Source: an optimization exercise on an open RTL-to-GDS flow (aim: small area). Production flows keep margins and buffers that such runs may drop.
The RTL was checked by simulation tests, not by an equivalence proof against the original design.
Power and IR drop assume default switching activity.

===== design/flow/config.mk =====
export PLATFORM = sky130hd
export DESIGN_NAME = usb_endpoint
export DESIGN_NICKNAME = usb_endpoint
export VERILOG_FILES = /design/flow/design.v
export SDC_FILE = /design/flow/constraint.sdc
export NUM_CORES = 4
export LEC_CHECK = 0
export CAP_MARGIN = 20
export CORE_MARGIN = 2
export CORE_UTILIZATION = 45
export SLEW_MARGIN = 20

===== design/flow/constraint.sdc =====
create_clock -name core_clock -period 10.0 [get_ports {clk}]
set_input_delay 2.0000 -clock core_clock [delete_from_list [all_inputs] [get_ports {clk}]]
set_output_delay 2.0000 -clock core_clock [all_outputs]
set_load 0.01 [all_outputs]

===== design/flow/design.v =====
`timescale 1ns/10ps
module fifo_data_buffer
(
    input logic clear, flush, 
    input logic clk, n_rst, 
    input logic store_tx_data, store_rx_packet_data, 
    input logic get_rx_data, get_tx_packet_data,
    input logic [7:0] tx_data, rx_packet_data,
    output logic [7:0] rx_data, tx_packet_data,
    output logic [6:0] buffer_occupancy
);
    logic s_reset;
    logic [7:0] wdata;
    logic [6:0] wpointer, n_wp;
    logic w_en;
    logic [7:0] rdata;
    logic [6:0] rpointer, n_rp;
    logic r_en;
    logic [63:0] [7:0] registers;
    logic [6:0] next_buffer_occupancy;
    always_ff @( posedge clk, negedge n_rst ) begin : BUFFER_OCCUPANCY
        if (n_rst == 1'b0) begin
            buffer_occupancy <= '0;
        end
        else if (s_reset) begin
            buffer_occupancy <= '0;
        end
        else begin
            buffer_occupancy <= next_buffer_occupancy;
        end
    end
    always_comb begin
        if (w_en && !r_en) begin
            next_buffer_occupancy = buffer_occupancy+1;
        end
        else if (r_en && !w_en) begin
            next_buffer_occupancy = buffer_occupancy-1;
        end
        else begin
            next_buffer_occupancy = buffer_occupancy;
        end
    end
    always_ff @( posedge clk, negedge n_rst ) begin : REGISTERS
        if (n_rst == 1'b0) begin
            rpointer <= '0;
            wpointer <= '0;
            registers <= '0;
        end
        else if (s_reset == 1'b1) begin
            rpointer <= '0;
            wpointer <= '0;
            registers <= '0;
        end
        else if (w_en == 1'b1) begin
            for (int i = 0; i < 64; i++) if (wpointer[5:0] == i) registers[i] <= wdata;
            rpointer <= n_rp;
            wpointer <= n_wp;
        end
        else begin
            rpointer <= n_rp;
            wpointer <= n_wp;
        end
    end
    always_comb begin
        rdata = '0;
        if (r_en == 1'b1) begin
            rdata = registers[rpointer[5:0]];
        end
    end
    always_comb begin : FLUSH_CONTROLLER
        s_reset = 1'b0;
        if (clear == 1'b1) begin
            s_reset = 1'b1;
        end
        else if (flush == 1'b1) begin
            s_reset = 1'b1;
        end
    end
    always_comb begin : NEXT_READ_POINTER
        n_rp = rpointer;
        if (r_en) begin
            n_rp = rpointer + 1;
        end
    end
    always_comb begin : READ_INPUT_HANDLER
        rx_data = '0;
        tx_packet_data = '0;
        r_en = 0;
        if (get_tx_packet_data == 1'b1) begin
            tx_packet_data = rdata;
            r_en = 1;
        end
        else if (get_rx_data == 1'b1) begin
            rx_data = rdata;
            r_en = 1;
        end
    end
    always_comb begin : NEXT_WPOINTER
        n_wp = wpointer;
        if (w_en) begin
            n_wp = wpointer + 1;
        end
    end
    always_comb begin : WRITE_INPUT_HANDLER
        if (store_tx_data == 1'b1) begin
            wdata = tx_data;
            w_en = 1;
        end
        else if (store_rx_packet_data) begin
            wdata = rx_packet_data;
            w_en = 1;
        end
        else begin
            wdata = '0;
            w_en = 0;
        end
    end
endmodule
module ahb_slave
(
    input logic clk,n_rst,
    input logic hsel,hwrite,
    input logic [1:0] htrans,hsize,
    input logic [3:0] haddr,
    input logic [31:0] hwdata,
    input logic [7:0]rx_data,
    input logic rx_data_ready,
    input logic rx_transfer_active,rx_error,
    input logic tx_transfer_active,tx_error,
    input logic [3:0] rx_packet,
    input logic [6:0] buffer_occupancy,
    output logic [7:0] tx_data,
    output logic store_tx_data,get_rx_data,
    output logic hready,hresp,
    output logic [3:0] tx_packet,
    output logic clear,
    output logic [31:0] hrdata,
    output logic d_mode
);
    localparam DATA = 0;
    localparam STATUS = 4;
    localparam ERROR = 6;
    localparam B_OCCUPY = 8;
    localparam FLUSH = 10;
    logic [3:0] [7:0] mem,nxt_mem;
    localparam TRANS_IDLE = 2'b00;
    localparam TRANS_NON = 2'b10;
    localparam OUT = 4'b0001;
    localparam IN = 4'b1001;
    localparam DATA0 = 4'b0011;
    localparam DATA1 = 4'b1011;
    localparam ACK = 4'b0010;
    localparam NAK = 4'b1010;
    localparam STALL = 4'b1110;
    logic [3:0] read_select;
    logic [3:0] write_select;
    logic [3:0] haddr_f;
    logic hwrite_f;
    logic [1:0] hsize_f,htrans_f;
    logic [31:0] nxt_hrdata;
    logic hazard;
    logic [3:0] x,tx_pac,nxt_tx_pac;
    logic flush_ctrl,nxt_flush_ctrl;
    logic tx_transfer_active_falling_edge;
    always_ff @(posedge clk,negedge n_rst) begin : FLOP_AHB_SIGNALS
        if (!n_rst)
        begin
            hsize_f <= '0;
            hwrite_f <= '0;
            haddr_f <= '0;
            htrans_f <= '0;
        end
        else
        begin
            hsize_f <= hsize;
            hwrite_f <= hwrite;
            haddr_f <= haddr;
            htrans_f <= htrans;
        end
    end
    assign hazard = ((!hwrite && hwrite_f) && (haddr_f == haddr)) ? 1'b1 : 1'b0;
    always_ff @(posedge clk,negedge n_rst) begin : REG_WRITE_SEL
        if (!n_rst)
            write_select <= '0;
        else
            write_select <= read_select;
    end
    always_comb begin : ADD_MAP
        read_select = write_select;
        if (hsel)
        begin
            if ((hwrite == 1) && (haddr<9) && (haddr>3) || (hsize == 3) || (haddr>13) || (haddr==9) || (haddr==10) || (haddr==11)) begin 
            end
            else  
            begin
                case (hsize)
                    2'b00: read_select = haddr;
                    2'b01: read_select = haddr >> 1 << 1;  
                    2'b10: read_select = haddr >> 2 << 2;  
                endcase
            end
        end
    end
    always_ff @(posedge clk,negedge n_rst) begin : REG_HRDATA
        if (!n_rst)
            hrdata <= '0;
        else
            hrdata <= nxt_hrdata;
    end
    logic [31:0] nxt_stat,stat,nxt_er,er;
    logic [6:0] bo;
    always_ff @(posedge clk,negedge n_rst) begin : STATS_FLOP
        if (!n_rst)
        begin
            stat <= '0;
            er <= '0;
            bo <= '0;
            mem <= '0;
        end
        else
        begin
            stat <= nxt_stat;
            er <= nxt_er;
            bo <= buffer_occupancy;
            mem <= nxt_mem;
        end
    end
    always_comb begin : STATUS_LOGIC
        nxt_stat = stat;
        if (rx_data_ready == 1'b1)
            nxt_stat[0] = 1'b1;
        else
            nxt_stat[0] = 1'b0;
        if (rx_packet == 4'b1001)
            nxt_stat[1] = 1'b1;
        else
            nxt_stat[1] = 1'b0;
        if (rx_packet == 4'b0001)
            nxt_stat[2] = 1'b1;
        else
            nxt_stat[2] = 1'b0;
        if (rx_packet == 4'b0010)
            nxt_stat[3] = 1'b1;
        else
            nxt_stat[3] = 1'b0;
        if (rx_packet == 4'b1010)
            nxt_stat[4] = 1'b1;
        else
            nxt_stat[4] = 1'b0;
        if (rx_transfer_active == 1'b1)
            nxt_stat[8] = 1'b1;
        else
            nxt_stat[8] = 1'b0;
        if (tx_transfer_active == 1'b1)
            nxt_stat[9] = 1'b1;
        else
            nxt_stat[9] = 1'b0;
    end
    always_comb begin : EEROR_LOGIC
        nxt_er = er;
        if (rx_error == 1'b1)
            nxt_er[0] = 1'b1;
        else
            nxt_er[0] = 1'b0;
        if (tx_error == 1'b1)
            nxt_er[8] = 1'b1;
        else
            nxt_er[8] = 1'b0;
    end
    logic [2:0] nxt_read_rx,read_rx;
    logic clear_rx;
    always_comb begin : AHB_MUX
        if (clear_rx == 1'b1)
            nxt_read_rx = '0;
        else
        begin
            nxt_read_rx = read_rx;
        end
        if ((hsel == 1) && (hwrite == 0) && (htrans == TRANS_NON))
        begin
                case (hsize)
                    2'b00:
                    begin
                        case (haddr)
                            4'd0:
                            begin
                                nxt_read_rx = 3'd1;
                            end
                            4'd1:
                            begin
                                nxt_read_rx = 3'd1;
                            end
                            4'd2:
                            begin
                                nxt_read_rx = 3'd1;
                            end
                            4'd3:
                            begin
                                nxt_read_rx = 3'd1;
                            end
                        endcase
                    end
                    2'b01:
                    begin
                        case (haddr)
                            4'd0:
                            begin
                                nxt_read_rx = 3'd2;
                            end
                            4'd1:
                            begin
                                nxt_read_rx = 3'd2;
                            end
                            4'd2:
                            begin
                                nxt_read_rx = 3'd2;
                            end
                            4'd3:
                            begin
                                nxt_read_rx = 3'd2;
                            end
                        endcase
                    end
                    2'b10:
                    begin
                        case (haddr)
                            4'd0:
                            begin
                                nxt_read_rx = 3'd4;
                            end
                            4'd1:
                            begin
                                nxt_read_rx = 3'd4;
                            end
                            4'd2:
                            begin
                                nxt_read_rx = 3'd4;
                            end
                            4'd3:
                            begin
                                nxt_read_rx = 3'd4;
                            end
                        endcase
                    end
                endcase
        end
    end
    logic [2:0] nxt_write_tx,write_tx;
    logic clear_tx;
    typedef enum bit [2:0] {IDLE,ACTIVE,RD1,RD2,RD3,RD4} stateType;
    typedef enum bit [2:0] {IDLEW,ACTIVED,W1,W2,W3,W4} statedataType;
    stateType read_state,nxt_read_state;
    statedataType write_data_state,nxt_write_data_state;
    always_ff @(posedge clk,negedge n_rst) begin : REG_READ_STATE
        if (!n_rst)
        begin
            read_state <= IDLE;
            write_data_state <= IDLEW;
            read_rx <= '0;
        end
        else
        begin
            read_state <= nxt_read_state;
            write_data_state <= nxt_write_data_state;
            read_rx <= nxt_read_rx;
        end
    end
    always_comb begin : NXT_READ_STATE
        nxt_read_state = read_state;
        clear_rx = 1'b0;
        case (read_state)
            IDLE:
            begin
                if (read_rx != 0)
                    nxt_read_state = RD1;
                else
                    nxt_read_state = IDLE;
            end
            RD1:
            begin
                if (read_rx == 3'd1)
                begin
                    nxt_read_state = IDLE;
                    clear_rx = 1'b1;
                end
                else
                    nxt_read_state = RD2;
            end
            RD2:
            begin
                if (read_rx == 3'd2)
                begin
                    nxt_read_state = IDLE;
                    clear_rx = 1'b1;
                end
                else
                    nxt_read_state = RD3;
            end
            RD3:
            begin
                if (read_rx == 3'd0)
                    nxt_read_state = IDLE;
                else
                    nxt_read_state = RD4;
            end
            RD4:
            begin
                nxt_read_state = IDLE;
                clear_rx = 1'b1;
            end
        endcase
    end
    always_comb begin : NXT_WRITE_DATA
        nxt_write_data_state = write_data_state;
        clear_tx = 1'b0;
        case (write_data_state)
            IDLEW: 
            begin
                if (write_tx != 3'd0)
                    nxt_write_data_state = ACTIVED;
                else
                    nxt_write_data_state = IDLEW;
            end
            ACTIVED:
            begin
                nxt_write_data_state = W1;
            end
            W1:
            begin
                if (write_tx == 3'd1)
                begin
                    nxt_write_data_state = IDLEW;
                    clear_tx = 1'b1;
                end
                else
                    nxt_write_data_state = W2;
            end
            W2:
            begin
                if (write_tx == 3'd2)
                begin
                    nxt_write_data_state = IDLEW;
                    clear_tx = 1'b1;
                end
                else
                    nxt_write_data_state = W3;
            end
            W3:
            begin
                if (write_tx == 3'd0)
                    nxt_write_data_state = IDLEW;
                else
                begin
                    nxt_write_data_state = W4;
                end
            end
            W4:
            begin
                nxt_write_data_state = IDLEW;
                clear_tx = 1'b1;
            end
        endcase
    end
    always_ff @(posedge clk,negedge n_rst) begin : REG_TX_FLUSH
        if (!n_rst)
        begin
            tx_pac <= '0;
            flush_ctrl <= '0;
            write_tx <= '0;
        end
        else
        begin
            tx_pac <= nxt_tx_pac;
            flush_ctrl <= nxt_flush_ctrl;
            write_tx <= nxt_write_tx;
        end
    end
    always_comb begin : WRITE_TO_DATA_B
        hready = 1'b1;
        get_rx_data = 1'b0;
        store_tx_data = 1'b0;
        tx_data = '0;
        nxt_tx_pac = tx_pac;
        nxt_flush_ctrl = flush_ctrl;
        nxt_mem = mem;
        nxt_hrdata = hrdata;
        hresp = '0;
        if (hsel)
        begin
            if ((hwrite == 1) && (haddr<9) && (haddr>3) || (hsize == 3) || (haddr>13) || (haddr==9) || (haddr==10) || (haddr==11))  
            begin
                hresp = 1'b1;
                hready = 1'b0;
            end
        end
        if (hsel) begin
            if ((hwrite_f == 1) && (haddr_f<9) && (haddr_f>3) || (hsize_f == 3) || (haddr_f>13) || (haddr_f==9) || (haddr_f==10) || (haddr_f==11))
            begin
                hresp = 1'b1;
                hready = 1'b1;
            end
        end
        if ((hsel == 1) && (hwrite == 0) && (htrans == TRANS_NON))
        begin
            if (hazard == 1)
            begin
                nxt_hrdata = hwdata;
            end
            else
            begin
                case (hsize)
                    2'b00:
                    begin
                        case (haddr)
                            4'd4: nxt_hrdata = {24'd0,stat[7:0]};
                            4'd5: nxt_hrdata = {16'd0,stat[15:8],8'd0};
                            4'd6: nxt_hrdata = {24'd0,er[7:0]};
                            4'd7: nxt_hrdata = {16'd0,er[15:8],8'd0};
                            4'd8: nxt_hrdata = {25'd0,bo};
                            4'd12: nxt_hrdata = {28'd0,tx_pac};
                            4'd13: nxt_hrdata = {31'd0,flush_ctrl};
                        endcase
                    end
                    2'b01:
                    begin
                        case (haddr)
                            4'd4: nxt_hrdata = stat;
                            4'd5: nxt_hrdata = stat;
                            4'd6: nxt_hrdata = er;
                            4'd7: nxt_hrdata = er;
                        endcase
                    end
                endcase
            end
        end
        case (read_state)
            IDLE:
            begin
                if (nxt_read_state == RD1)
                    hready = 1'b0;
            end
            RD1:
            begin
                get_rx_data = 1'b1;
                nxt_hrdata[7:0] = rx_data;
                hready = 1'b0;
            end
            RD2:
            begin
                get_rx_data = 1'b1;
                nxt_hrdata[15:8] = rx_data;
                hready = 1'b0;
            end
            RD3:
            begin
                get_rx_data = 1'b1;
                nxt_hrdata[23:16] = rx_data;
                hready = 1'b0;
            end
            RD4:
            begin
                get_rx_data = 1'b1;
                nxt_hrdata[31:24] = rx_data;
                hready = 1'b0;
            end
        endcase
        case (write_data_state)
            IDLEW:
            begin
                if (nxt_write_data_state == ACTIVED)
                    hready = 1'b0;
            end
            ACTIVED:
            begin
                if (nxt_write_data_state == W1)
                    hready = 1'b0;
            end
            W1:
            begin
                store_tx_data = 1'b1;
                for (int k = 0; k < 4; k++) if (write_select + 0 == k) tx_data = mem[k];
                hready = 1'b0;
            end
            W2:
            begin
                store_tx_data = 1'b1;
                for (int k = 0; k < 4; k++) if (write_select + 1 == k) tx_data = mem[k];
                hready = 1'b0;
            end
            W3:
            begin
                store_tx_data = 1'b1;
                for (int k = 0; k < 4; k++) if (write_select + 2 == k) tx_data = mem[k];
                hready = 1'b0;
            end
            W4:
            begin
                store_tx_data = 1'b1;
                for (int k = 0; k < 4; k++) if (write_select + 3 == k) tx_data = mem[k];
                hready = 1'b0;
            end
        endcase
        if (clear_tx == 1'b1)
            nxt_write_tx = '0;
        else
        begin
            nxt_write_tx = write_tx;
        end
        if ((hsel == 1) && (hwrite_f == 1) && (htrans_f == TRANS_NON))
        begin  
            case (hsize_f)
                2'd0:
                begin  
                    case (haddr_f)
                        4'd0 :
                        begin
                            for (int k = 0; k < 4; k++) begin if (write_select + 0 == k) nxt_mem[k] = hwdata[7:0]; end
                        end
                        4'd1 :
                        begin
                            for (int k = 0; k < 4; k++) begin if (write_select + 0 == k) nxt_mem[k] = hwdata[15:8]; end
                        end
                        4'd2 :
                        begin
                            for (int k = 0; k < 4; k++) begin if (write_select + 0 == k) nxt_mem[k] = hwdata[23:16]; end
                        end
                        4'd3 :
                        begin
                            for (int k = 0; k < 4; k++) begin if (write_select + 0 == k) nxt_mem[k] = hwdata[31:24]; end
                        end
                        4'd12: nxt_tx_pac = x;
                        4'd13: nxt_flush_ctrl = hwdata[0];
                    endcase
                end 
                2'd1:
                begin  
                    case (haddr_f)
                        4'd0,4'd1 :
                        begin
                            for (int k = 0; k < 4; k++) begin if (write_select + 0 == k) nxt_mem[k] = hwdata[7:0]; if (write_select + 1 == k) nxt_mem[k] = hwdata[15:8]; end
                        end
                        4'd2,4'd3 :
                        begin
                            for (int k = 0; k < 4; k++) begin if (write_select + 0 == k) nxt_mem[k] = hwdata[23:16]; if (write_select + 1 == k) nxt_mem[k] = hwdata[31:24]; end
                        end
                    endcase
                end
                2'd2:
                begin  
                    case (haddr_f)
                        4'd0,4'd1,4'd2,4'd3:
                        begin
                            for (int k = 0; k < 4; k++) begin if (write_select + 0 == k) nxt_mem[k] = hwdata[7:0]; if (write_select + 1 == k) nxt_mem[k] = hwdata[15:8]; if (write_select + 2 == k) nxt_mem[k] = hwdata[23:16]; if (write_select + 3 == k) nxt_mem[k] = hwdata[31:24]; end
                        end
                    endcase
                end
            endcase
        end
        if ((hsel == 1) && (hwrite == 1) && (htrans == TRANS_NON))
        begin  
            case (hsize)
                2'd0:
                begin  
                    case (haddr)
                        4'd0 :
                        begin
                            nxt_write_tx = 3'd1;
                        end
                        4'd1 :
                        begin
                            nxt_write_tx = 3'd1;
                        end
                        4'd2 :
                        begin
                            nxt_write_tx = 3'd1;
                        end
                        4'd3 :
                        begin
                            nxt_write_tx = 3'd1;
                        end
                    endcase
                end 
                2'd1:
                begin  
                    case (haddr)
                        4'd0,4'd1 :
                        begin
                            nxt_write_tx = 3'd2;
                        end
                        4'd2,4'd3 :
                        begin
                            nxt_write_tx = 3'd2;
                        end
                    endcase
                end
                2'd2:
                begin  
                    case (haddr)
                        4'd0,4'd1,4'd2,4'd3:
                        begin
                            nxt_write_tx = 3'd4;
                        end
                    endcase
                end
            endcase
        end
        if (buffer_occupancy == 0)
            nxt_flush_ctrl = '0;
        if (tx_transfer_active_falling_edge == 1)
            nxt_tx_pac = '0;
    end
    falling_edge_detect falling_edge_detect_tx_transfer_active (
        .clk(clk),
        .n_rst(n_rst),
        .dplus_sync(tx_transfer_active),
        .d_edge(tx_transfer_active_falling_edge)
    );
    always_comb begin : TX_CONTROL_OUT
        x = '0;
        case (hwdata)
            32'd1 : x = DATA0;
            32'd2 : x = ACK;
            32'd3 : x = NAK;
            32'd4 : x = STALL;
        endcase
    end
    assign clear = flush_ctrl;
    assign tx_packet = tx_pac;
    always_comb begin : D_MODE
        d_mode = '0;
        if (rx_transfer_active == 1'b0)
            d_mode = 1'b1;
    end
endmodule
module falling_edge_detect (
    input wire clk, n_rst, dplus_sync,
    output wire d_edge
);
logic dplus_prev;
always_ff @( posedge clk, negedge n_rst ) begin : FF
    if(!n_rst) dplus_prev <= 1'b1;
    else dplus_prev <= dplus_sync;
end
assign d_edge = ~dplus_sync & dplus_prev;
endmodule
module rising_edge_detector (
    input wire clk, n_rst, dplus_sync,
    output wire d_edge
);
logic dplus_prev;
always_ff @( posedge clk, negedge n_rst ) begin : FF
    if(!n_rst) dplus_prev <= 1'b1;
    else dplus_prev <= dplus_sync;
end
assign d_edge = dplus_sync & ~dplus_prev;
endmodule
module flex_counter_tx 
#(
    parameter NUM_CNT_BITS = 4
)
(
    input logic clk, n_rst, clear, count_enable,
    input logic [(NUM_CNT_BITS-1):0] rollover_val,
    output logic [(NUM_CNT_BITS-1):0] count_out,
    output logic rollover_flag
);
    logic next_flag;
    logic [(NUM_CNT_BITS-1):0] next_count;
    always_ff @(posedge clk, negedge n_rst) begin : FF_FLEX_COUNTER
        if (n_rst == 1'b0) begin
            count_out <= 'b0;
            rollover_flag <= 1'b0;
        end
        else begin
            if (clear == 1'b1) begin
                count_out <= 'b0;
                rollover_flag <= 1'b0;
            end
            else if (count_enable == 1'b1) begin
                count_out <= next_count;
                rollover_flag <= next_flag;
            end
        end
    end
    always_comb begin
        next_flag = 1'b0;
        if (count_out == rollover_val) begin
            next_count = (NUM_CNT_BITS)'(1'b1);
        end
        else if (count_out == rollover_val - 1) begin
            next_count = count_out + 1;
            next_flag = 1'b1;
        end
        else begin
            next_count = count_out + 1;
        end
    end
endmodule
module flex_pts_sr_tx
#(
    parameter NUM_BITS = 4,
    parameter SHIFT_MSB = 1
)
(
    input logic clk, n_rst, shift_enable, load_enable,
    input logic [NUM_BITS-1:0] parallel_in,
    output logic serial_out
);
    logic [NUM_BITS-1:0] state, next_state;
    assign serial_out = SHIFT_MSB ? state[NUM_BITS-1] : state[0];
    always_ff @ (posedge clk, negedge n_rst) begin
        if (n_rst == 1'b0) begin
            state <= '1;
        end
        else
            state <= next_state;
    end
    always_comb begin
        next_state = state;
        if (load_enable) begin
            next_state = parallel_in;
        end
        else if (shift_enable) begin
            if (SHIFT_MSB) begin
                next_state = {state[NUM_BITS-2:0], 1'b1};
            end
            else begin
                next_state = {1'b1, state[NUM_BITS-1:1]};
            end
        end
    end
endmodule
module tx_control_fsm
(
    input logic clk, n_rst,
    input logic next_byte, eop_done,
    input logic [3:0] tx_packet,
    input logic [6:0] buffer_occupancy,
    output logic send_eop, manual_load, initiate,
    output logic [1:0] packet_select,
    output logic tx_transfer_active, tx_error, get_tx_packet_data, enable_timer, clear_timer
);
    localparam IDLE_P = 4'b0000 ;
    localparam DATA0_P = 4'b0011 ;
    localparam DATA1_P = 4'b1011;
    localparam ACK_P = 4'b0010;
    localparam NAK_P = 4'b1010;
    typedef enum logic [3:0] { 
        IDLE,
        BUFF_CHECK,
        ERROR,
        ERROR_WAIT,
        SYNC_L,
        INITIATE,
        INITIATE_WAIT,
        PID_L,
        DATA_L,
        DATA_W,
        EOP,
        CLEAR,
        WAIT
    } stateType;
    stateType state, next_state;
    always_ff @( posedge clk, negedge n_rst ) begin : STATE
        if (n_rst == 1'b0) begin
            state <= IDLE;
        end
        else begin
            state <= next_state;
        end
    end
    always_comb begin : NEXT_STATE
        next_state = state;
        case (state)
            IDLE: begin
                case (tx_packet)
                    DATA0_P, DATA1_P: begin
                        next_state = BUFF_CHECK;
                    end
                    ACK_P, NAK_P: begin
                        next_state = SYNC_L;
                    end
                endcase
            end
            ERROR_WAIT: begin
                case (tx_packet)
                    DATA0_P, DATA1_P: begin
                        next_state = BUFF_CHECK;
                    end
                    ACK_P, NAK_P: begin
                        next_state = SYNC_L;
                    end
                endcase
            end
            ERROR: begin
                if (tx_packet == 0) begin
                    next_state = ERROR_WAIT;
                end
            end
            BUFF_CHECK: begin
                if (buffer_occupancy == 0) begin
                    next_state = ERROR;
                end
                else begin
                    next_state = SYNC_L;
                end
            end
            SYNC_L: begin
                next_state = INITIATE;
            end
            INITIATE: begin
                next_state = INITIATE_WAIT;
            end
            INITIATE_WAIT: begin
                if (next_byte == 1'b1) begin
                    next_state = PID_L;
                end
            end
            PID_L: begin
                if (next_byte == 1'b1) begin
                    case (tx_packet)
                        DATA0_P, DATA1_P: begin
                            next_state = DATA_L;
                        end
                        ACK_P, NAK_P: begin
                            next_state = EOP;
                        end
                    endcase
                end
            end
            DATA_L: begin
                next_state = DATA_W;
            end
            DATA_W: begin
                if (next_byte == 1'b1) begin
                    if (buffer_occupancy == 0) begin
                        next_state = EOP;
                    end
                    else begin
                        next_state = DATA_L;
                    end
                end
            end
            EOP: begin
                if (eop_done == 1'b1) begin
                    next_state = CLEAR;
                end
            end
            CLEAR: begin
                next_state = WAIT;
            end
            WAIT: begin
                if (tx_packet == 0) begin
                    next_state = IDLE;
                end
            end
        endcase
    end
    always_comb begin : OUTPUT_LOGIC
        send_eop = 0;
        manual_load = 0;
        initiate = 0;
        packet_select = '0;
        tx_transfer_active = 0;
        tx_error = 0;
        get_tx_packet_data = 0;
        enable_timer = 0;
        clear_timer = 0;
        case (state) 
            CLEAR: begin
                clear_timer = 1;
            end
            ERROR: begin
                tx_error = 1;
            end
            ERROR_WAIT: begin
                tx_error = 1;
            end
            BUFF_CHECK: begin
                tx_transfer_active = 1;
            end
            SYNC_L: begin
                tx_transfer_active = 1;
                manual_load = 1;
            end
            INITIATE: begin
                tx_transfer_active = 1;
                enable_timer = 1;
                initiate = 1;
            end
            INITIATE_WAIT: begin
                tx_transfer_active = 1;
                enable_timer = 1;
            end
            EOP: begin
                send_eop = 1;
                enable_timer = 1;
                tx_transfer_active = 1;
            end
            PID_L: begin
                packet_select = 2'd1;
                enable_timer = 1;
                tx_transfer_active = 1;
            end
            DATA_L: begin
                get_tx_packet_data = 1;
                packet_select = 2'd2;
                enable_timer = 1;
                tx_transfer_active = 1;
            end
            DATA_W: begin
                packet_select = 2'd2;
                enable_timer = 1;
                tx_transfer_active = 1;
            end
        endcase
    end
endmodule
module tx_encoder
(
    input logic clk, n_rst,
    input logic serial_out, new_bit, initiate, send_eop,
    output logic Dplus_out, Dminus_out, eop_done
);
    logic next_dp, next_dm;
    typedef enum logic [2:0] { NORMAL, P_EOP=4, EOP2, EOP3, IDLE} stateType;
    stateType state, next_state;
    always_ff @( posedge clk, negedge n_rst ) begin : REG
        if (n_rst == 1'b0) begin
            Dplus_out <= 1'b1;  
            Dminus_out <= 1'b0;
            state <= NORMAL;
        end
        else begin
            Dplus_out <= next_dp;
            Dminus_out <= next_dm;
            state <= next_state;
        end
    end
    always_comb begin : NEXT_STATE
        next_state = state;
        case (state)
            NORMAL: begin
                if (send_eop == 1'b1) begin
                    next_state = P_EOP;
                end
            end 
            P_EOP: begin
                if (new_bit == 1'b1) begin
                    next_state = EOP2;
                end
            end
            EOP2: begin
                if (new_bit == 1'b1) begin
                    next_state = EOP3;
                end
            end
            EOP3: begin
                if (new_bit == 1'b1) begin
                    next_state = IDLE;
                end
            end
            IDLE: begin
                if (new_bit == 1'b1) begin
                    next_state = NORMAL;
                end
            end
        endcase
    end
    always_comb begin : NEXT_DP_LOGIC
        next_dp = Dplus_out;
        next_dm = Dminus_out;
        eop_done = 0;
        case (state) 
            IDLE: begin
                next_dp = 1;
                next_dm = 0;
                if (new_bit == 1'b1) begin
                    eop_done = 1;
                end
            end
            NORMAL: begin
                if (new_bit == 1'b1 || initiate == 1'b1) begin
                    if (serial_out == 1'b0) begin
                        next_dp = ~Dplus_out;
                        next_dm = ~Dminus_out;
                    end
                end
            end
            P_EOP: begin
                if (new_bit == 1'b1) begin
                    next_dp = 0;
                    next_dm = 0;
                end
            end
            EOP2: begin
                next_dp = 0;
                next_dm = 0;
            end
            EOP3: begin
                if (new_bit == 1'b1) begin
                    next_dp = 1;
                    next_dm = 0;
                end
                else begin
                    next_dp = 0;
                    next_dm = 0;
                end
            end
        endcase
    end
endmodule
module tx_mux
(
    input logic [7:0] sync_byte, pid_byte, tx_packet_data,
    input logic [1:0] packet_select,
    output logic [7:0] parallel_in
);
    always_comb begin
        case (packet_select)
            2'd0: begin
                parallel_in = sync_byte;
            end 
            2'd1: begin
                parallel_in = pid_byte;
            end
            2'd2: begin
                parallel_in = tx_packet_data;
            end
            default: begin
                parallel_in = sync_byte;
            end
        endcase
    end
endmodule
module tx_pid_byte
(
    input logic [3:0] tx_packet,
    output logic [7:0] pid_byte
);
    localparam IDLE = 4'b0000 ;
    localparam DATA0 = 4'b0011 ;
    localparam DATA1 = 4'b1011;
    localparam ACK = 4'b0010;
    localparam NAK = 4'b1010;
    always_comb begin 
        pid_byte = {~tx_packet, tx_packet};
    end
endmodule
module tx_shift_register
(
    input logic clk, n_rst,
    input logic [7:0] parallel_in,
    input logic load_enable, shift_enable, manual_load,
    output logic serial_out
);
    logic load;
    assign load = manual_load | load_enable;
    flex_pts_sr_tx #(.NUM_BITS(8), .SHIFT_MSB(0)) pts_shift_reg 
    (
        .clk(clk),
        .n_rst(n_rst),
        .shift_enable(shift_enable),
        .load_enable(load),
        .parallel_in(parallel_in),
        .serial_out(serial_out)
    );
endmodule
module tx_sync_byte
(
    output logic [7:0] sync_byte
);
    assign sync_byte = 8'b10000000;
endmodule
module tx_timer
(
    input logic clk, n_rst,
    input logic clear_timer, enable_timer,
    output logic next_byte, shift_enable, new_bit, load_enable
);
    logic [3:0] bit_cycle_count;
    assign shift_enable = bit_cycle_count == 4'd7 ? 1'b1 : 1'b0;
    flex_counter_tx bit_period_tracker
    (
        .clk(clk),
        .n_rst(n_rst),
        .clear(clear_timer),
        .count_enable(enable_timer),
        .rollover_val(4'd8),
        .count_out(bit_cycle_count),
        .rollover_flag(new_bit)
    );
    logic [6:0] byte_count_out;
    assign load_enable = byte_count_out == 7'd63 ? 1'b1 : 1'b0;
    assign next_byte = byte_count_out == 7'd62 ? 1'b1 : 1'b0;
    flex_counter_tx #(.NUM_CNT_BITS(3'd7)) byte_complete_tracker
    (
        .clk(clk),
        .n_rst(n_rst),
        .clear(clear_timer),
        .count_enable(enable_timer),
        .rollover_val(7'd64),
        .count_out(byte_count_out)
    );
endmodule
module usb_tx
(
    input logic clk, n_rst,
    input logic [3:0] tx_packet,
    input logic [6:0] buffer_occupancy,
    input logic [7:0] tx_packet_data,
    output logic tx_transfer_active, tx_error, get_tx_packet_data, Dplus_out, Dminus_out
);
    logic next_byte; 
    logic eop_done;
    logic send_eop;
    logic manual_load;
    logic initiate;
    logic [1:0] packet_select;
    logic enable_timer;
    logic clear_timer;
    tx_control_fsm TX_CONTROL_FSM
    (
        .clk(clk),
        .n_rst(n_rst),
        .next_byte(next_byte),
        .eop_done(eop_done),
        .tx_packet(tx_packet),
        .buffer_occupancy(buffer_occupancy),
        .send_eop(send_eop),
        .manual_load(manual_load),
        .initiate(initiate),
        .packet_select(packet_select),
        .tx_transfer_active(tx_transfer_active),
        .tx_error(tx_error),
        .get_tx_packet_data(get_tx_packet_data),
        .enable_timer(enable_timer),
        .clear_timer(clear_timer)
    );
    logic shift_enable;
    logic new_bit;
    logic load_enable;
    tx_timer TX_TIMER
    (
        .clk(clk),
        .n_rst(n_rst),
        .clear_timer(clear_timer),
        .enable_timer(enable_timer),
        .next_byte(next_byte),
        .shift_enable(shift_enable),
        .new_bit(new_bit),
        .load_enable(load_enable)
    );
    logic serial_out;
    tx_encoder TX_ENCODER
    (
        .clk(clk),
        .n_rst(n_rst),
        .serial_out(serial_out),
        .new_bit(new_bit),
        .initiate(initiate),
        .send_eop(send_eop),
        .Dplus_out(Dplus_out),
        .Dminus_out(Dminus_out),
        .eop_done(eop_done)
    );
    logic [7:0] parallel_in;
    tx_shift_register TX_SHIFT_REGISTER
    (
        .clk(clk),
        .n_rst(n_rst),
        .parallel_in(parallel_in),
        .load_enable(load_enable),
        .shift_enable(shift_enable),
        .manual_load(manual_load),
        .serial_out(serial_out)
    );
    logic [7:0] pid_byte;
    tx_pid_byte TX_PID_BYTE
    (
        .tx_packet(tx_packet),
        .pid_byte(pid_byte)
    );
    logic [7:0] sync_byte;
    tx_sync_byte TX_SYNC_BYTE
    (
        .sync_byte(sync_byte)
    );
    tx_mux TX_MUX
    (
        .sync_byte(sync_byte),
        .pid_byte(pid_byte),
        .tx_packet_data(tx_packet_data),
        .packet_select(packet_select),
        .parallel_in(parallel_in)
    );
endmodule
module rx_decoder(
    input wire shift_en, clk, n_rst, dplus_sync, rcving,
    output logic d_orig
);
logic d_in1, d_in2, next_in1, next_in2;  
always_ff @( posedge clk, negedge n_rst ) begin : FF
    if(!n_rst) begin
        d_in1 <= 1;
        d_in2 <= 0;
    end
    else if(rcving) begin
       d_in1 <= next_in1;
       d_in2 <= next_in2;
    end
end
always_comb begin : Next_Serial_Logic
    next_in1 = d_in1;
    next_in2 = d_in2;
    if (shift_en) begin
        next_in1 = dplus_sync;
        next_in2 = d_in1;
    end
end
assign d_orig = ~(next_in1 ^ next_in2);
endmodule
module rx_edge_detector (
    input wire clk, n_rst, dplus_sync,
    output wire d_edge
);
logic dplus_prev;
always_ff @( posedge clk, negedge n_rst ) begin : FF
    if(!n_rst) dplus_prev <= 1'b1;
    else dplus_prev <= dplus_sync;
end
assign d_edge = dplus_sync == ~dplus_prev;
endmodule
module rx_eop_detector(
    input wire clk, n_rst, dplus_sync, dminus_sync, receiving,
    output wire eop
);
assign eop = (receiving && (dplus_sync == dminus_sync)) ? 1'b1 : 1'b0;
endmodule
module rx_flex_counter #(
    parameter NUM_CNT_BITS = 4
)
(
    input wire clk,
    input wire n_rst,
    input wire clear,
    input wire count_enable,
    input reg[NUM_CNT_BITS-1:0] rollover_val,
    output reg [NUM_CNT_BITS-1:0] count_out,
    output reg rollover_flag
);
reg [NUM_CNT_BITS-1:0] next_count;
reg next_rollover_flag;
always_ff @(posedge clk, negedge n_rst) 
begin
    if(n_rst == 1'b0) begin
        rollover_flag <= 1'b0;
        count_out <= '0;
    end 
    else begin
        rollover_flag <= next_rollover_flag;
        count_out <= next_count;
    end
end
always_comb begin
    next_count = count_out;
    next_rollover_flag = rollover_flag;
    if(clear == 1'b1) begin
        next_count = '0;
        next_rollover_flag = 1'b0;
    end 
    else begin
        if(count_enable == 1'b1) begin
            if(count_out == (rollover_val-1)) begin
                next_count = next_count + 1;
                next_rollover_flag = 1'b1;
            end
            else if(rollover_flag == 1'b1) begin
                next_count = {{{NUM_CNT_BITS-1}{1'b0}}, 1'b1};
                next_rollover_flag = 1'b0;
            end
            else 
                next_count = next_count + 1;
        end
    end
end
endmodule
module rx_flex_stp_sr #(
    parameter NUM_BITS = 8,
    parameter SHIFT_MSB = 0
)
(
  input wire clk,
  input wire n_rst,
  input wire serial_in,
  input wire shift_enable,
  output reg [NUM_BITS-1:0] parallel_out 
);
reg[NUM_BITS-1:0] next_data;
always_ff @(posedge clk, negedge n_rst) begin : FF
    if(n_rst == 1'b0) begin
        parallel_out <= '1;
    end
    else
        parallel_out <= next_data;
end
always_comb begin : Next_State
    next_data = parallel_out;
    if(shift_enable) begin
        if(!SHIFT_MSB)  
            next_data = {serial_in, parallel_out[NUM_BITS-1:1]};
        else
            next_data = {parallel_out[NUM_BITS-2:0], serial_in};
    end
end
endmodule
module rx_rcu(
    input wire clk, n_rst, eop, byte_received, d_edge, max_bytes_received,
    input wire [7:0] rcv_data,
    input wire [6:0] buffer_occupancy,
    input wire [3:0] count_bytes,
    output logic flush, store_rx_packet_data, rx_data_ready, rx_transfer_active, rx_error,
    output logic [7:0] rx_packet_data,
    output logic [3:0] rx_packet,
    output logic clear_byte_received
);
typedef enum logic [4:0] {DATA_SEND_NO_STORE, WAIT, IDLE, READ_SYNC, CHECK_SYNC, READ_PID, SEND_PID, ACK_NACK, FLUSH, TOKEN_D1, SEND_TOKEN1, TOKEN_D2, SEND_TOKEN2, NO_DATA, DATA_RECV, DATA_SEND, EOP_STATE, ERROR} state_type;
logic err_flag, next_err_flag;
state_type state, next_state;
localparam check_sync = 8'b10000000;
localparam IN = 4'b1001;
localparam OUT = 4'b0001;
localparam DATA0 = 4'b0011;
localparam DATA1 = 4'b1011;
localparam ACK = 4'b0010;
localparam NACK = 4'b1010;
always_ff @( posedge clk, negedge n_rst ) begin : FF2
    if(!n_rst) err_flag <= 1'b0;
    else err_flag <= next_err_flag;
end
always_ff @( posedge clk, negedge n_rst ) begin : FF
    if(!n_rst) 
         state <= IDLE;
    else
        state <= next_state;
end
always_comb begin : NEXT_STATE_LOGIC
    next_state = state;
    next_err_flag = err_flag;
    clear_byte_received = 1'b0;
    case (state)
        IDLE : begin
            if(d_edge) next_state = READ_SYNC;
            else next_state = IDLE;
        end 
        READ_SYNC : begin
            if(eop) next_state = ERROR;
            else if(byte_received) next_state = CHECK_SYNC;
            else next_state = READ_SYNC;
        end 
        CHECK_SYNC : begin
            if(eop) next_state = ERROR;
            else if(rcv_data == check_sync) begin 
                next_state = READ_PID;
                clear_byte_received = 1'b1;
            end
            else next_state = ERROR;
        end 
        READ_PID : begin
            if(eop) next_state = ERROR;
            else if(byte_received) next_state = SEND_PID;
            else next_state = READ_PID;
        end 
        SEND_PID : begin
            if(eop) next_state = ERROR;
            else begin 
                clear_byte_received = 1'b1;
                case (rcv_data[3:0])
                    ACK, NACK : next_state = ACK_NACK;  
                    IN, OUT : next_state = TOKEN_D1;
                    DATA0, DATA1 : next_state = FLUSH;  
                    default: next_state = ERROR;
                endcase
            end
        end 
        ACK_NACK : begin
            if(eop) next_state = EOP_STATE;
            else next_state = ERROR;
        end
        NO_DATA : begin
           if(eop) next_state = EOP_STATE;
           else next_state = ERROR; 
        end 
        TOKEN_D1 : begin
            if(eop) next_state = ERROR;
            if(byte_received) next_state = SEND_TOKEN1;
            else next_state = TOKEN_D1;
        end 
        SEND_TOKEN1 : begin
            if(eop) next_state = ERROR;
            clear_byte_received = 1'b1;
            next_state = TOKEN_D2;
        end 
        TOKEN_D2 : begin
            if(eop) next_state = ERROR;
            if(byte_received) next_state = SEND_TOKEN2;
            else next_state = TOKEN_D2;
        end 
        SEND_TOKEN2 : begin
            if(eop) next_state = EOP_STATE;
            else next_state = WAIT;
            clear_byte_received = 1'b1;
        end 
        FLUSH : begin
            if(eop) next_state = ERROR;
            else next_state = DATA_RECV;
        end 
        DATA_RECV : begin
            if(eop || max_bytes_received) next_state = ERROR;
            else if(byte_received) next_state = DATA_SEND;
            else next_state = DATA_RECV;
        end 
        DATA_SEND : begin
            if(eop) next_state = EOP_STATE;
            else if(~max_bytes_received && d_edge) begin
                next_state = DATA_RECV;
                clear_byte_received = 1'b1;
            end
            else begin 
                next_state = DATA_SEND_NO_STORE;
                clear_byte_received = 1'b1;
            end
        end 
        WAIT : begin
            if(eop) next_state = EOP_STATE;
            else next_state = WAIT;
        end
        DATA_SEND_NO_STORE: begin
            if(eop && count_bytes != 4'd8) next_state = ERROR;
            else if(eop) next_state = EOP_STATE;
            else if(max_bytes_received && d_edge) next_state = ERROR;
            else if(max_bytes_received && byte_received) next_state = ERROR;
            else if(~max_bytes_received && byte_received) begin
                next_state = DATA_SEND;
                clear_byte_received = 1'b1;
            end
            else next_state = DATA_SEND_NO_STORE;
        end
        EOP_STATE : begin
            if(d_edge) next_state = IDLE;
            else next_state = EOP_STATE;
        end 
        ERROR : begin
            if(eop) next_state = EOP_STATE;
            else next_state = ERROR;
        end 
        default: next_state = IDLE;
    endcase
    if(next_state == ERROR) next_err_flag = 1'b1;
    else if(next_state == READ_SYNC) next_err_flag = 1'b0;
end
always_comb begin : state_logic
        rx_transfer_active = 1'b0;
        rx_error = err_flag;
        flush = 1'b0;
        rx_data_ready = 1'b0;
        store_rx_packet_data = 1'b0;
        rx_transfer_active = 1'b0;
        rx_packet = '0;
        rx_packet_data = '0;
        case (state)
            IDLE : begin
                rx_transfer_active = 1'b0;
                flush = 1'b0;
                rx_data_ready = 1'b0;
                store_rx_packet_data = 1'b0;
            end 
            READ_SYNC : begin
                rx_transfer_active = 1'b1;
                flush = 1'b0;
                rx_data_ready = 1'b0;
                store_rx_packet_data = 1'b0;
            end 
            CHECK_SYNC : begin
                rx_transfer_active = 1'b1;
                rx_error = 1'b0;
                flush = 1'b0;
                rx_data_ready = 1'b0;
                store_rx_packet_data = 1'b0;
            end 
            READ_PID : begin
                rx_transfer_active = 1'b1;
                rx_error = 1'b0;
                flush = 1'b0;
                rx_data_ready = 1'b0;
                store_rx_packet_data = 1'b0;
            end 
            SEND_PID : begin
                rx_transfer_active = 1'b1;
                rx_error = 1'b0;
                flush = 1'b0;
                rx_data_ready = 1'b0;
                store_rx_packet_data = 1'b0;
                rx_packet = rcv_data[3:0];
            end 
            ACK_NACK : begin
                rx_transfer_active = 1'b1;
                rx_error = 1'b0;
                flush = 1'b0;
                rx_data_ready = 1'b0;
                store_rx_packet_data = 1'b0;
                rx_packet = rcv_data[3:0];
            end
            NO_DATA : begin
                rx_transfer_active = 1'b1;
                rx_error = 1'b0;
                flush = 1'b0;
                rx_data_ready = 1'b0;
                store_rx_packet_data = 1'b0;
            end 
            TOKEN_D1 : begin
                rx_transfer_active = 1'b1;
                rx_error = 1'b0;
                flush = 1'b0;
                rx_data_ready = 1'b0;
                store_rx_packet_data = 1'b0;
            end 
            SEND_TOKEN1 : begin
                rx_transfer_active = 1'b1;
                rx_error = 1'b0;
                flush = 1'b0;
                rx_data_ready = 1'b0;
                store_rx_packet_data = 1'b1;
                rx_packet_data = rcv_data;
            end 
            TOKEN_D2 : begin
                rx_transfer_active = 1'b1;
                rx_error = 1'b0;
                flush = 1'b0;
                rx_data_ready = 1'b0;
                store_rx_packet_data = 1'b0;
            end 
            SEND_TOKEN2 : begin
                rx_transfer_active = 1'b1;
                rx_error = 1'b0;
                flush = 1'b0;
                rx_data_ready = 1'b1;
                store_rx_packet_data = 1'b1;
                rx_packet_data = rcv_data;
            end 
            FLUSH : begin
                rx_transfer_active = 1'b1;
                rx_error = 1'b0;
                flush = 1'b1;
                rx_data_ready = 1'b0;
                store_rx_packet_data = 1'b0;
            end 
            DATA_RECV : begin
                rx_transfer_active = 1'b1;
                rx_error = 1'b0;
                flush = 1'b0;
                rx_data_ready = 1'b0;
                store_rx_packet_data = 1'b0;
            end 
            DATA_SEND : begin
                rx_transfer_active = 1'b1;
                rx_error = 1'b0;
                flush = 1'b0;
                rx_data_ready = 1'b1;
                store_rx_packet_data = 1'b1;
                rx_packet_data = rcv_data;
            end 
            DATA_SEND_NO_STORE: begin
                rx_transfer_active = 1'b1;
                rx_error = 1'b0;
                flush = 1'b0;
                rx_data_ready = 1'b0;
                store_rx_packet_data = 1'b0;
                rx_packet_data = rcv_data;
            end
            EOP_STATE : begin
                rx_transfer_active = 1'b0;
                flush = 1'b0;
                rx_data_ready = 1'b0;
                store_rx_packet_data = 1'b0;
            end 
            WAIT : begin
                rx_transfer_active = 1'b1;
                flush = 1'b0;
                rx_data_ready = 1'b0;
                store_rx_packet_data = 1'b0;
            end 
            ERROR : begin
                rx_transfer_active = 1'b1;
                rx_error = 1'b1;
                flush = 1'b0;
                rx_data_ready = 1'b0;
                store_rx_packet_data = 1'b0;
            end 
    endcase
end
endmodule
module rx_sync_high ( 
    input wire clk,
    input wire n_rst,
    input wire async_in,
    output logic sync_out
);
logic temp;
always_ff @(posedge clk, negedge n_rst)
begin
    if(n_rst == 1'b0) begin
        sync_out <= 1'b1;
        temp <= 1'b1;
    end
    else begin
        temp <= async_in;
        sync_out <= temp;
    end
end
endmodule
module rx_sync_low ( 
    input wire clk,
    input wire n_rst,
    input wire async_in,
    output logic sync_out
);
logic temp;
always_ff @(posedge clk, negedge n_rst)
begin
    if(n_rst == 1'b0) begin
        sync_out <= 1'b0;
        temp <= 1'b0;
    end
    else begin
        temp <= async_in;
        sync_out <= temp;
    end
end
endmodule
module rx_timer(
    input wire clk, n_rst, receiving,
    output logic shift_en, packet_received, max_data_received,
    output logic [3:0] count_out_bit
);
    logic rollover_flag;
    localparam num_bits = 4;
    logic [num_bits-1:0] count_out_10bit;
    rx_flex_counter #(num_bits) ten_bit_count(
                    .clk(clk), 
                    .n_rst(n_rst), 
                    .clear(!receiving), 
                    .count_enable(receiving), 
                    .rollover_val(4'd8), 
                    .count_out(count_out_10bit)
    );
    assign shift_en = count_out_10bit == 4'd3 ? 1'b1 : 1'b0;
    logic [num_bits-1:0] count_out_8bit;
    rx_flex_counter #(num_bits) nine_bit_count(
                    .clk(clk), 
                    .n_rst(n_rst), 
                    .clear(!receiving), 
                    .count_enable(shift_en), 
                    .rollover_val(4'd8), 
                    .count_out(count_out_8bit), 
                    .rollover_flag(rollover_flag)
    );
    rising_edge_detector rise (.clk(clk), .n_rst(n_rst), .dplus_sync(rollover_flag), .d_edge(packet_received) );
    assign count_out_bit = count_out_8bit;
    logic [6:0] count_out_64bytes;
    rx_flex_counter #(7) six_four_byte_count(
                    .clk(clk), 
                    .n_rst(n_rst), 
                    .clear(!receiving), 
                    .count_enable(packet_received), 
                    .rollover_val(7'd66), 
                    .count_out(count_out_64bytes), 
                    .rollover_flag(max_data_received)
    );
endmodule
module usb_rx
(
    input wire clk, n_rst, dplus_in, dminus_in,
    input logic [6:0] buffer_occupancy,
    output logic rx_transfer_active, rx_error, flush, store_rx_packet_data, rx_data_ready,
    output logic [3:0] rx_packet,
    output logic [7:0] rx_packet_data
);
logic dplus_sync, dminus_sync, d_edge, d_orig, eop, shift_en, buff_en, byte_received;
logic [3:0] bit_cnt, count_bytes;
logic [7:0] temp_hold, rcv_fifo;
logic [15:0] buffer;
logic max_data_bytes_received;
logic clear_byte_received;
rx_sync_high sync_h(.clk(clk), .n_rst(n_rst), .async_in(dplus_in), .sync_out(dplus_sync));
rx_sync_low sync_l(.clk(clk), .n_rst(n_rst), .async_in(dminus_in), .sync_out(dminus_sync));
rx_edge_detector EDG (.clk(clk), .n_rst(n_rst), .dplus_sync(dplus_sync), .d_edge(d_edge));
rx_decoder dec(.clk(clk), .n_rst(n_rst), .rcving(rx_transfer_active), .dplus_sync(dplus_sync), .shift_en(shift_en), .d_orig(d_orig));
rx_timer tim(.clk(clk), .n_rst(n_rst), .receiving(rx_transfer_active), .packet_received(byte_received), .shift_en(shift_en), .max_data_received(max_data_bytes_received), .count_out_bit(count_bytes));
rx_flex_stp_sr #(8, 0) shift_register (.clk(clk), .n_rst(n_rst), .serial_in(d_orig), .shift_enable(shift_en), .parallel_out(temp_hold));
always_ff @( posedge clk, negedge n_rst ) begin : blockName
    if(!n_rst) rcv_fifo <= '1;
    else if(byte_received) rcv_fifo <= temp_hold;
end
rx_eop_detector eop_detec (.clk(clk), .n_rst(n_rst), .dplus_sync(dplus_sync), .dminus_sync(dminus_sync), .receiving(rx_transfer_active), .eop(eop));
rx_rcu state(.clk(clk), .n_rst(n_rst), .eop(eop), .byte_received(byte_received), .d_edge(d_edge), .rcv_data(rcv_fifo), .flush(flush), .rx_error(rx_error), .max_bytes_received(max_data_bytes_received),
                    .store_rx_packet_data(store_rx_packet_data), .rx_packet_data(rx_packet_data), 
                    .rx_data_ready(rx_data_ready), .rx_packet(rx_packet), .rx_transfer_active(rx_transfer_active), .buffer_occupancy(buffer_occupancy), .clear_byte_received(clear_byte_received),
                    .count_bytes(count_bytes));
endmodule
module usb_endpoint
(
    input logic clk,
    input logic n_rst,
    input logic hsel,
    input logic [3:0] haddr,
    input logic [1:0] htrans,
    input logic [1:0] hsize,
    input logic hwrite,
    input logic [31:0] hwdata,
    input logic dplus_in,
    input logic dminus_in,
    output logic [31:0] hrdata,
    output logic hresp,
    output logic hready,
    output logic d_mode,
    output logic dplus_out,
    output logic dminus_out
);
    logic [3:0] rx_packet;
    logic rx_data_ready,rx_transfer_active,tx_transfer_active,rx_error,flush;
    logic [6:0] buffer_occupancy;
    logic [7:0] rx_data;
    logic get_rx_data,store_tx_data;
    logic [7:0] tx_data;
    logic clear;
    logic [7:0] tx_packet_data;
    logic [3:0] tx_packet;
    logic tx_error;
    logic get_tx_packet_data;
    logic store_rx_packet_data;
    logic [7:0] rx_packet_data;
    ahb_slave
    SLAVE(
        .clk(clk),
        .n_rst(n_rst),
        .hsel(hsel),
        .hwrite(hwrite),
        .htrans(htrans),
        .hsize(hsize),
        .haddr(haddr),
        .hwdata(hwdata),
        .rx_data(rx_data),
        .rx_data_ready(rx_data_ready),
        .rx_transfer_active(rx_transfer_active),
        .rx_error(rx_error),
        .tx_transfer_active(tx_transfer_active),
        .tx_error(tx_error),
        .rx_packet(rx_packet),
        .buffer_occupancy(buffer_occupancy),
        .tx_data(tx_data),
        .store_tx_data(store_tx_data),
        .get_rx_data(get_rx_data),
        .hready(hready),
        .hresp(hresp),
        .tx_packet(tx_packet),
        .clear(clear),
        .hrdata(hrdata),
        .d_mode(d_mode)
    );
    fifo_data_buffer
    FIFO_BUFFER(
        .clear(clear),
        .flush(flush), 
        .clk(clk),
        .n_rst(n_rst), 
        .store_tx_data(store_tx_data),
        .store_rx_packet_data(store_rx_packet_data), 
        .get_rx_data(get_rx_data),
        .get_tx_packet_data(get_tx_packet_data),
        .tx_data(tx_data),
        .rx_packet_data(rx_packet_data),
        .rx_data(rx_data),
        .tx_packet_data(tx_packet_data),
        .buffer_occupancy(buffer_occupancy)
    );
    usb_tx
    TX_USB(
        .clk(clk),
        .n_rst(n_rst),
        .tx_packet(tx_packet),
        .buffer_occupancy(buffer_occupancy),
        .tx_packet_data(tx_packet_data),
        .tx_transfer_active(tx_transfer_active),
        .tx_error(tx_error),
        .get_tx_packet_data(get_tx_packet_data),
        .Dplus_out(dplus_out),
        .Dminus_out(dminus_out)
    );
    usb_rx
    RX_USB(
        .clk(clk),
        .n_rst(n_rst),
        .dplus_in(dplus_in),
        .dminus_in(dminus_in),
        .buffer_occupancy(buffer_occupancy),
        .rx_transfer_active(rx_transfer_active),
        .rx_error(rx_error),
        .flush(flush),
        .store_rx_packet_data(store_rx_packet_data),
        .rx_data_ready(rx_data_ready),
        .rx_packet(rx_packet),
        .rx_packet_data(rx_packet_data)
    );
endmodule

===== design/flow/run.sh =====
#!/bin/bash
# synth_recipe.tcl (not shown) runs the flow's synth.tcl, then flattens the netlist and writes it again
# the make line also repeats each setting of config.mk as NAME=value (left out here)
make -C /OpenROAD-flow-scripts/flow DESIGN_CONFIG=/design/flow/config.mk WORK_HOME=/design/flow/orfs CLKGATE_MAP_FILE= SYNTH_SCRIPT=/design/flow/synth_recipe.tcl finish

==> flow_metrics.py <==
metrics = {
    "grt": {
        "grt_max_degree": 168,
        "grt_pass1_vias": 31500,
        "grt_pass1_wl_mm": 194,
        "grtUsageTotal": 0.278,
        "grt-ovfl-total": 0,
        "antenna_found_initial": 0,
    },
    "sta": {
        "setup_viol": 0,
        "fin_crit_ps": 6420,
        "tightest_slew_ps": 1110,
        "rsz0062_at_grt": "false",
        "hold_slack_ps": 356,
        "fin_tns_setup_ps": 0,
        "drv_slew": 0,
        "hold_viol": 0,
        "skew_ps": 39.8,
        "relSlewSlack": 0.255,
        "max_freq_mhz": 156,
        "period_share": 0.642,
    },
    "logic_synthesis": {
        "ys.flop_type": "dfrtp_1",
        "synth_cell_types": 90,
        "syn_area_mm2": 0.0388,
        "ys_warn_count": 20,
        "syn_nets": 4345,
        "synth_enable_flop_cells": 0,
        "syn_inst": 4267,
        "synth_top_area_cell": "dfrtp_1",
        "yosys-top-cells-area": "dfrtp_1 44%, o21ai_0 8.1%, nand2_1 7.2%",
        "async_flop_share": 1.00,
        "synth.avg_cell_area_um2": 9.10,
        "ys_ff_latch": 718,
        "synth_top_area_frac": 0.442,
        "yosysSeqAreaShare": 0.464,
    },
    "finish": {
        "multi_input_area_mm2": 0.0193,
        "drive_gt1_frac": 0.109,
        "fin_nets": 4219,
        "area_growth_pct": 12.1,
        "stdcell_area_mm2": 0.0435,
        "seqCellArea_mm2": 0.0180,
        "fill_cells": 7916,
        "num_antenna_cells": 0,
    },
    "route": {
        "drtIter0Drc": 3330,
        "drc": 0,
        "wl_per_cell_um": 23.2,
        "drt-total-wl_mm": 124,
        "ant_nets": 0,
        "routed_via_density": 6.17,
        "vias": 33000,
        "first_pass_iters": 12,
    },
    "critical_path": {
        "critPathBufInv": 3,
        "start_kind": "input port",
        "cp_max_fo": 18,
        "crit_type": "in -> out",
        "arrival_ps": 4420,
        "cpMaxStageDelayCell": "clkdlybuf4s50_1",
        "crit_family": "buffers and inverters",
        "crit_chain": "clkdlybuf4s50_1, nor2_1, a221oi_1, nor2_1, inv_1, a311oi_1, clkdlybuf4s50_1",
        "max_stage_delay_ps": 800,
        "cp-end-kind": "primary output",
        "crit_required_ps": 8000,
    },
    "die": {
        "core_area_mm2": 0.0853,
        "initial_core_util": 0.455,
        "io_pins": 83,
        "dieArea_mm2": 0.0887,
        "fp.dieH_um": 298,
        "row_count": 107,
        "die_x_um": 298,
    },
    "pwr": {
        "powerDensity_mw_per_mm2": 272,
        "power_leakage_uw": 0.0180,
        "power_uw": 11800,
        "vdd_drop_max_v": 0.000177,
    },
    "hold_path": {
        "hold_class": "reg -> reg",
    },
    "cts": {
        "clock_latency_ps": 650,
        "cts_root_buf": "clkbuf_16",
        "cts_buffers": 84,
        "cts_tree": "yes",
        "cts.sinks": 718,
        "cts.clk_slew.worst_paths_ps": 50,
        "clock_path_buffers": 3,
        "cts_resized": 0,
        "htree_num_levels": 3,
        "cts_hold_buf": 0,
        "postCtsSetupBuffers": 0,
    },
    "place": {
        "gp_congestion": 0.904,
        "port_buffers": 82,
        "dp_hpwl_mm": 80.4,
        "place_area_mm2": 0.0403,
    },
    "job": {
        "drv_cap": 0,
    },
    "outcome": {
        "status": "timing/DRC/antenna clean",
    },
}
cells in the mapped netlist (9+ instances only):
master and instances:
a311oi_1 17, o211ai_1 19, inv_1 48, nor3_1 47, buf_2 67, and3_1 32, buf_1 16, dfrtp_1 686
a21oi_1 261, ha_1 31, a222oi_1 15, a22oi_1 45, dfstp_2 32, clkbuf_1 278, mux2i_1 168, and2_1 18
o21ai_0 629, clkbuf_2 11, nor3b_1 13, nor2_1 261, o221ai_1 30, nand4_1 14, xnor2_1 16, nor2b_1 35
xor2_1 18, mux4_2 79, a21boi_0 10, o22ai_1 39, a221oi_1 28, o2111ai_1 9, a31oi_1 46, a22o_1 34
a211oi_1 80, mux2_2 22, o311a_1 9, nand2b_1 36, nand3b_1 14, buf_6 10, nor4_1 20, nand3_1 40
nand2_1 748, or3_1 16, a211o_1 25, o21ai_1 59
power by group:
| group | switching [uW] | internal, uW |
|---|---|---|
| sequential | 693 | 3660 |
| combinational | 2580 | 1540 |
| clock | 1310 | 2050 |
worst paths after layout:
kind | slack (ps) | endpoint | cells past startpoint | start
min in group asynchronous | 1260 | SLAVE.mem[13]$_DFFE_PN0P_ | 1 | n_rst
worst max register to register | 5360 | FIFO_BUFFER.buffer_occupancy[6]$_DFFE_PN0P_ | 14 | RX_USB.state.state[0]$_DFF_PN0_
max in group asynchronous | 6800 | FIFO_BUFFER.registers[418]$_DFFE_PN0P_ | 3 | n_rst
worst min register to register | 360 | RX_USB.sync_h.sync_out$_DFF_PN1_ | 0 | RX_USB.sync_h.temp$_DFF_PN1_
worst max-delay path | 3580 | hready | 7 | haddr[2]
worst min-delay path | 360 | RX_USB.sync_h.sync_out$_DFF_PN1_ | 0 | RX_USB.sync_h.temp$_DFF_PN1_
layout by cell type, fill, tap and decap left out, types with 34 or more instances in the layout:
| master | n |
|---|---|
| clkbuf_16 | 84 |
| nor3_1 | 44 |
| nand2_1 | 748 |
| mux2i_1 | 168 |
| o22ai_1 | 39 |
| a21oi_1 | 229 |
| nor2b_1 | 34 |
| nor2_1 | 255 |
| nand2b_1 | 36 |
| a22o_1 | 34 |
| a211oi_1 | 77 |
| dfrtp_1 | 683 |
| a31oi_1 | 46 |
| mux4_2 | 79 |
| inv_1 | 48 |
| a22oi_1 | 45 |
| o21ai_1 | 60 |
| clkdlybuf4s50_1 | 81 |
| buf_4 | 88 |
| o21ai_0 | 627 |
| nand3_1 | 40 |
| a21oi_2 | 34 |
cell type report:
cell class,instances,share of cell area
inverters,49,0.00423
flip-flops and latches,718,0.414
clock inverters,34,0.0125
repair buffers,174,0.0360
multi-input cells,3114,0.442
clock buffers,122,0.0580
well taps,1144,0.0329
stage by stage:
step	worst slack [ps]	utilization	cells
3_5_place_dp	3580	0.473	5198
6_report	3580	0.510	5355
3_3_place_gp	3610	0.472	5195
2_1_floorplan	4920	-	4267
5_1_grt	3350	0.510	5355
4_1_cts	3570	0.509	5354
kinds of logic after synthesis:
logic type                 synth area share
and+or+nand+nor                       0.152
adders and majority gates            0.0108
DFF                                   0.464
xor gates and xnor gates            0.00767
muxes                                0.0955
buffers and inverters                0.0469
AOI/OAI and AO/OA                     0.224
registers in the layout, summed over array words and instances, names as in the netlist, 5 cells and up:
register,cells
FIFO_BUFFER.registers,512
SLAVE.hrdata,32
SLAVE.mem,32
RX_USB.rcv_fifo,8
RX_USB.shift_register.parallel_out,8
TX_USB.TX_SHIFT_REGISTER.pts_shift_reg.state,8
FIFO_BUFFER.buffer_occupancy,7
RX_USB.tim.six_four_byte_count.count_out,7
SLAVE.bo,7
SLAVE.stat,7
TX_USB.TX_TIMER.byte_complete_tracker.count_out,7
FIFO_BUFFER.rpointer,6
FIFO_BUFFER.wpointer,6
RX_USB.state.state,5
per-layer routing:
layer  global-route usage  share of wire  routed length [um]
met1                0.405           0.45               55600
met2                0.423           0.44               55200
met3               0.0518          0.086               10600
met4               0.0744          0.023                2810
met5                    0              0                   0

static timing again, ports no longer ideal:
The flow's constraints put no driver on any port. The routed layout listed below was extracted and timed again, unchanged, in two steps. Step 1 (the two cells are an assumption about what drives the block):
set clk [get_ports {clk}]
set_driving_cell -lib_cell sky130_fd_sc_hd__clkbuf_16 $clk
set_driving_cell -lib_cell sky130_fd_sc_hd__buf_2 [delete_from_list [all_inputs] $clk]
Step 2, shift: input delay + t, output delay - t, t = (earliest + latest rising clock arrival at the registers) / 2. This alone moves slack from input paths to output paths. Slacks: no drivers / after step 1 / after step 2; pairs: no drivers / after step 1.
t, ns: 0.702
setup slack, ns: 3.578 / 3.547 / 3.547
hold slack, ns: 0.356 / 0.356 / 0.356
slew at the worst register clock pin (ns): 0.07 / 0.07
worst data-port slew with drivers (ns): 0.07
After both steps this run still meets setup and hold. For this run, drivers alone change the setup slack by -0.031 ns; drivers and shift together by -0.031 ns.
